This design comes from an exercise in tuning for a short achievable clock period and few clock cycles on the open sky130 flow, not from production work. In this exercise RTL edits were held to simulation tests only and were not proved equivalent to the original.

$ cat flow/run.sh
#!/bin/bash
# synth_recipe.tcl (not shown) runs the flow's synth.tcl, then flattens the netlist and writes it again
# the make line also repeats each setting of config.mk as NAME=value (left out here)
make -C /OpenROAD-flow-scripts/flow DESIGN_CONFIG=/design/flow/config.mk WORK_HOME=/design/flow/orfs CLKGATE_MAP_FILE= SYNTH_SCRIPT=/design/flow/synth_recipe.tcl finish
$ cat flow/config.mk
export PLATFORM = sky130hd
export DESIGN_NAME = MFE
export DESIGN_NICKNAME = MFE
export VERILOG_FILES = /design/flow/design.v
export SDC_FILE = /design/flow/constraint.sdc
export NUM_CORES = 4
export LEC_CHECK = 0
export CAP_MARGIN = 20
export CORE_MARGIN = 2
export CORE_UTILIZATION = 40
export SLEW_MARGIN = 20
$ cat flow/constraint.sdc
create_clock -name core_clock -period 10.0 [get_ports {clk}]
set_input_delay 2.0000 -clock core_clock [delete_from_list [all_inputs] [get_ports {clk}]]
set_output_delay 2.0000 -clock core_clock [all_outputs]
set_load 0.01 [all_outputs]
$ cat flow/design.v
`timescale 1ns/10ps
module MFE(clk,reset,busy,ready,iaddr,idata,data_rd,data_wr,addr,wen);
	input						clk;
	input						reset;
	input						ready;
	output	reg		[13:0]		iaddr;
	input			[7:0]		idata;
	output	reg		[13:0]		addr;
	output	reg		[7:0]		data_wr;
	input			[7:0]		data_rd;
	output	reg					wen;
	output	reg					busy;
	reg 	[3:0]		current_state, next_state;
	reg 	[3:0]		counter;
	reg		[13:0]		counter_addr;
	reg 	[7:0]		buffer	[8:0];
	wire 	[13:0]		addr_	[8:0];
	assign addr_[0] = counter_addr - 13'd129;
	assign addr_[1] = counter_addr - 13'd128;
	assign addr_[2] = counter_addr - 13'd127;
	assign addr_[3] = counter_addr - 13'd1;
	assign addr_[4]	= counter_addr;
	assign addr_[5] = counter_addr + 13'd1;
	assign addr_[6] = counter_addr + 13'd127;
	assign addr_[7] = counter_addr + 13'd128;
	assign addr_[8] = counter_addr + 13'd129;
	parameter	[1:0]	START	= 2'd0,
						LOAD	= 2'd1,
						STORE	= 2'd2,
						END		= 2'd3
	;
	always @ (posedge clk or posedge reset) begin
		if(reset) begin
			current_state <= START;
			counter <= 4'd0;
			counter_addr <= 14'd0;
			buffer[0] <= 8'hff;
			buffer[1] <= 8'hff;
			buffer[2] <= 8'hff;
			buffer[3] <= 8'hff;
			buffer[4] <= 8'hff;
			buffer[5] <= 8'hff;
			buffer[6] <= 8'hff;
			buffer[7] <= 8'hff;
			buffer[8] <= 8'hff;
			iaddr <= 0;
			addr <= 14'd0;
			data_wr <= 8'd0;
			wen <= 1'b0;
			busy <= 1'b0;
		end
		else begin
			current_state <= next_state;
			case(current_state)
				START: begin
					busy <= (ready) ? 1'b1 : busy;
					iaddr <= addr_[counter];
					addr <= (ready) ? addr : addr + 13'd1;
					counter <= counter + 4'd1;
					buffer[0] <= 8'hff;
					buffer[1] <= 8'hff;
					buffer[2] <= 8'hff;
					buffer[3] <= 8'hff;
					buffer[4] <= 8'hff;
					buffer[5] <= 8'hff;
					buffer[6] <= 8'hff;
					buffer[7] <= 8'hff;
					buffer[8] <= 8'hff;
					wen <= 1'b0;
				end
				LOAD: begin
					iaddr <= (counter < 4'd9) ? addr_[counter] : addr_[8];
					counter <= (counter == 4'd9) ? 4'd0 : counter + 4'd1;
					if(	((counter == 4'd1 || counter == 4'd2 || counter == 4'd3) && (counter_addr[13:7] == 7'b0000000)) || 
						((counter == 4'd7 || counter == 4'd8 || counter == 4'd9) && (counter_addr[13:7] == 7'b1111111)) || 
						((counter == 4'd1 || counter == 4'd4 || counter == 4'd7) && (counter_addr[6:0] == 7'b0000000)) || 
						((counter == 4'd3 || counter == 4'd6 || counter == 4'd9) && (counter_addr[6:0] == 7'b1111111))) begin
						buffer[0] <= 14'd0;
						buffer[1] <= buffer[0];
						buffer[2] <= buffer[1];
						buffer[3] <= buffer[2];
						buffer[4] <= buffer[3];
						buffer[5] <= buffer[4];
						buffer[6] <= buffer[5];
						buffer[7] <= buffer[6];
						buffer[8] <= buffer[7];
					end
					else begin
						if(idata <= buffer[0]) begin
							buffer[0] <= idata;
							buffer[1] <= buffer[0];
							buffer[2] <= buffer[1];
							buffer[3] <= buffer[2];
							buffer[4] <= buffer[3];
							buffer[5] <= buffer[4];
							buffer[6] <= buffer[5];
							buffer[7] <= buffer[6];
							buffer[8] <= buffer[7];
						end
						if(idata >= buffer[0] && idata <= buffer[1]) begin
							buffer[0] <= buffer[0];
							buffer[1] <= idata;
							buffer[2] <= buffer[1];
							buffer[3] <= buffer[2];
							buffer[4] <= buffer[3];
							buffer[5] <= buffer[4];
							buffer[6] <= buffer[5];
							buffer[7] <= buffer[6];
							buffer[8] <= buffer[7];
						end
						if(idata >= buffer[1] && idata <= buffer[2]) begin
							buffer[0] <= buffer[0];
							buffer[1] <= buffer[1];
							buffer[2] <= idata;
							buffer[3] <= buffer[2];
							buffer[4] <= buffer[3];
							buffer[5] <= buffer[4];
							buffer[6] <= buffer[5];
							buffer[7] <= buffer[6];
							buffer[8] <= buffer[7];
						end
						if(idata >= buffer[2] && idata <= buffer[3]) begin
							buffer[0] <= buffer[0];
							buffer[1] <= buffer[1];
							buffer[2] <= buffer[2];
							buffer[3] <= idata;
							buffer[4] <= buffer[3];
							buffer[5] <= buffer[4];
							buffer[6] <= buffer[5];
							buffer[7] <= buffer[6];
							buffer[8] <= buffer[7];
						end
						if(idata >= buffer[3] && idata <= buffer[4]) begin
							buffer[0] <= buffer[0];
							buffer[1] <= buffer[1];
							buffer[2] <= buffer[2];
							buffer[3] <= buffer[3];
							buffer[4] <= idata;
							buffer[5] <= buffer[4];
							buffer[6] <= buffer[5];
							buffer[7] <= buffer[6];
							buffer[8] <= buffer[7];
						end
						if(idata >= buffer[4] && idata <= buffer[5]) begin
							buffer[0] <= buffer[0];
							buffer[1] <= buffer[1];
							buffer[2] <= buffer[2];
							buffer[3] <= buffer[3];
							buffer[4] <= buffer[4];
							buffer[5] <= idata;
							buffer[6] <= buffer[5];
							buffer[7] <= buffer[6];
							buffer[8] <= buffer[7];
						end
						if(idata >= buffer[5] && idata <= buffer[6]) begin
							buffer[0] <= buffer[0];
							buffer[1] <= buffer[1];
							buffer[2] <= buffer[2];
							buffer[3] <= buffer[3];
							buffer[4] <= buffer[4];
							buffer[5] <= buffer[5];
							buffer[6] <= idata;
							buffer[7] <= buffer[6];
							buffer[8] <= buffer[7];
						end
						if(idata >= buffer[6] && idata <= buffer[7]) begin
							buffer[0] <= buffer[0];
							buffer[1] <= buffer[1];
							buffer[2] <= buffer[2];
							buffer[3] <= buffer[3];
							buffer[4] <= buffer[4];
							buffer[5] <= buffer[5];
							buffer[6] <= buffer[6];
							buffer[7] <= idata;
							buffer[8] <= buffer[7];
						end
						if(idata >= buffer[7] && idata <= buffer[8]) begin
							buffer[0] <= buffer[0];
							buffer[1] <= buffer[1];
							buffer[2] <= buffer[2];
							buffer[3] <= buffer[3];
							buffer[4] <= buffer[4];
							buffer[5] <= buffer[5];
							buffer[6] <= buffer[6];
							buffer[7] <= buffer[7];
							buffer[8] <= idata;
						end
					end
				end
				STORE: begin
					counter_addr <= counter_addr +14'd1;
					data_wr <= buffer[4];
					wen <= 1'b1;
				end
				END: begin
					busy <= 1'b0;
				end
			endcase
		end
	end
	always @ (*) begin
		case(current_state)
			START: begin
				next_state = LOAD;
			end
			LOAD: begin
				next_state = (counter == 4'd9) ? STORE : LOAD;
			end
			STORE: begin
				next_state = (addr == 14'd16383) ? END : START;
			end
			END: begin
				next_state = START;
			end
			default: begin
				next_state = START;
			end
		endcase
	end
endmodule
==> impl_metrics.json <==
{
  "pin_count": 57,
  "num_rows": 56,
  "ys_async_sr_fraction_pct": 100,
  "design.core.area_um2": 23600,
  "fill_cells": 2280,
  "path_clk_slew_ns": 0.06,
  "fin_nets": 1230,
  "multi_input_area_um2": 5840,
  "total_power_uw": 1470,
  "crit_type": "input pin to flop",
  "cts_resized": 0,
  "grt_overflow": 0,
  "die_w_um": 159,
  "fin_crit_sh_pct": 55.9,
  "synth_top_area_share_pct": 19.6,
  "synthCells": 1074,
  "synthDistinctLibCells": 78,
  "sw_frac_of_total_pct": 29.4,
  "slowest_stage": "clkdlybuf4s50_1",
  "rsz0062_at_grt": "false",
  "drt_iter0_drc": 651,
  "routed_wl_mm": 26.2,
  "yosys-top-cells-area": "dfstp_2, dfrtp_1, ha_1",
  "cp_cell_sequence": "clkdlybuf4s50_1 -> ha_1 -> a21oi_1 -> o21ai_0 -> nand2_1 -> o211a_1 -> or3_4 -> or2_4 -> o41ai_4 -> mux2_4",
  "drive_gt1_share_pct": 12.2,
  "min_path_type": "flop to flop",
  "wl_per_cell_um": 18.2,
  "htreeDepth": 4,
  "die_h_um": 159,
  "cts_buffer_depth": 2,
  "worstSkewPairLatency_ns": 0.43,
  "period_needed_ns": 5.59,
  "setup_viol": 0,
  "p_per_area_nw_per_um2": 133,
  "initial_core_util_pct": 40.9,
  "crit_fanout": 11,
  "cap_violations": 0,
  "p_sw_uw": 431,
  "fin_skew_ns": 0.0126,
  "track_usage_pct": 21.1,
  "clockRootBuffer": "clkbuf_16",
  "power_leakage_uw": 0.00511,
  "maxSlewHeadroom_pct": 25.2,
  "area_growth_pct": 14.0,
  "grt_pass1_wl_mm": 42.9,
  "cts_tree": "done",
  "dpl.hpwl_mm": 18.6,
  "dr_total_vias": 7988,
  "cp_data_arrival_time_ns": 5.94,
  "layout.area.seq_um2": 3340,
  "yosys_warnings": 2,
  "p_int_uw": 1040,
  "combPwrFrac_pct": 18.7,
  "cts_buffers": 17,
  "post_cts_buffers": 0,
  "diodes": 0,
  "grt_pass1_vias": 7970,
  "p_seq_share_pct": 39.7,
  "endpoint_kind": "flop",
  "final_antenna_net_count": 0,
  "maxSlewViolCount": 0,
  "fin_tns_setup_ns": 0,
  "setup.worst_path.start_class": "input pin",
  "fmax_mhz": 179,
  "ir_drop_v": 0.0000971,
  "p_clk_share_pct": 41.5,
  "vias_per_cell": 5.54,
  "synth_edf_count": 0,
  "firstDrtPassIters": 5,
  "port_buffers": 48,
  "synth_top_area_cell": "dfstp_2",
  "status": "complete, no violations",
  "synth_fp_nets": 1194,
  "finalHoldViolCount": 0,
  "die_area_um2": 25400,
  "drc_errors": 0,
  "syn_avg_cell_area_um2": 9.00,
  "antenna_found_initial": 0,
  "synth_ff_type": "dfstp_2",
  "gp_congestion": 0.851,
  "cts_hold_buf": 0,
  "grt_max_degree": 72,
  "ys_ff_latch": 130,
  "syn_area_um2": 9660,
  "yosysSeqAreaShare_pct": 34.6,
  "worstMarginPinSlew_ns": 1.12,
  "cts_sinks": 130,
  "required_ns": 10.35,
  "critPathMaxStageDelay_ns": 0.85
}
[state kept, by name (all words and copies together), names as in the netlist]
name / flops
addr: 14
buffer: 72
busy: 1
counter: 4
counter_addr: 14
current_state: 2
data_wr: 8
iaddr: 14
wen: 1
[metal layers]
metal	GRT usage (%)	routed length (um)	vias to the layer above
li1	-	-	3936
met1	29.7	12700	3851
met2	34.2	12200	169
met3	3.05	958	32
met4	5.33	353	0
met5	0	0	-
[worst max-delay path: cells and delay by family]
family | cells | cell delay, ns
buf+inv | 1 | 0.85
mux | 1 | 0.35
compound gates | 4 | 1.37
simple gates | 3 | 0.80
fa+ha+maj | 1 | 0.55
[cells in the final DEF (no fill, tap or decap), drive strengths merged, types with 14 or more instances in the layout]
cell type / count
xnor2: 32
nand2: 88
clkdlybuf4s50: 48
o21ai: 60
ha: 99
nand2b: 14
a21oi: 101
nand3: 15
nand4: 20
nor2b: 14
xor2: 16
dfrtp: 58
nor2: 97
inv: 95
nor3: 19
mux2i: 67
clkbuf: 19
dfstp: 72
[through the flow]
step                      instances  instance area [um2]  util (%)  hold WS [ns]  worst slack (ns)
after global routing           1442                11000      46.7         0.501              4.30
after global placement         1410                10400      44.2         0.456              4.04
final                          1442                11000      46.7         0.472              4.41
after floorplan                1074                 9660         -         0.446              4.65
after detailed placement       1410                10400      44.2         0.457              4.04
after CTS                      1442                11000      46.7         0.473              4.48
[synth_stat cells, types with 4 or more instances]
library cell and count:
nand2b_1 14, o21a_1 10, inv_1 90, clkbuf_1 29, o21ai_0 59, a211o_1 4, a2bb2oi_1 10, mux2_2 10
mux2i_1 67, a31oi_1 6, and2_1 5, buf_1 4, a221oi_1 4, xor2_1 16, dfrtp_1 58, nor2_1 97
a21oi_1 100, nand3b_1 5, a21o_1 13, xnor2_1 32, nor2b_1 14, nand3_1 15, o211ai_1 10, a211oi_1 5
o31a_1 4, or3_1 5, dfstp_2 72, ha_1 99, nand2_1 88, nor3_1 18, o22ai_1 9, and3_1 5
nand4_1 20, and4_1 7, o31ai_1 4
[path summary, 6_finish.rpt]
check | start | to | slack (ns) | cells past startpoint
max reg2reg | counter[1] | buffer[4][0] | 5.94 | 11
max | idata[5] | buffer[0][0] | 4.41 | 10
min in group asynchronous | reset | addr[6] | 2.04 | 2
max in group asynchronous | reset | data_wr[3] | 6.72 | 3
min | buffer[8][0] | buffer[8][0] | 0.47 | 2
min reg2reg | buffer[8][0] | buffer[8][0] | 0.47 | 2
[cell type report]
type                    instances  share of cell area (%)
multi-input cells             817                    53.0
flip-flops and latches        130                    30.3
inverters                      90                    3.11
clock buffers                  19                    4.02
clock inverters                13                    1.14
well taps                     319                    3.62
repair buffers                 54                    4.77
[cell families after synthesis]
group / after synthesis / synth area share (%)
AND/OR/NAND/NOR: 309 / 15.4
AO/OA/AOI/OAI: 281 / 19.1
flip-flops: 130 / 34.6
buffers and inverters: 127 / 4.99
adder cells (fa/ha/maj): 101 / 13.2
multiplexers: 78 / 8.26
XOR/XNOR: 48 / 4.35
[power groups by stage]
stage          Sequential [uW]  Clock, uW  Combinational [uW]
4_1_cts                    584        622                 277
3_5_place_dp               591          0                 275
6_report                   583        610                 275
3_3_place_gp               592          0                 271
5_1_grt                    588        646                 303
2_1_floorplan              597          0                 167
Testbench counts, summed over its fixed seeds: cycles 2,883,600.

what the ideal ports hide:
The results above use ideal ports. As a check the final layout listed here was re-extracted and re-timed, cells and wires unchanged.
Step 1 (the two cells are an assumption about what drives the block):
set clk [get_ports {clk}]
set_driving_cell -lib_cell sky130_fd_sc_hd__clkbuf_16 $clk
set_driving_cell -lib_cell sky130_fd_sc_hd__buf_2 [delete_from_list [all_inputs] $clk]
Step 2 also shifts input and output timing later by t, the mid clock arrival at the registers, as if the neighbouring blocks saw the same clock.
a / b / c = ideal ports / drivers / drivers and shift; a / b = the first two.
t (ns): 0.475
setup slack, ns: 4.406 / 4.430 / 3.956
latest minus earliest clock arrival (ns): 0.013 / 0.013
pins driven straight from the clock port: 1
After both steps this run still meets setup and hold. The setup slack of this run moves by +0.024 ns with the drivers and by -0.450 ns with both steps.
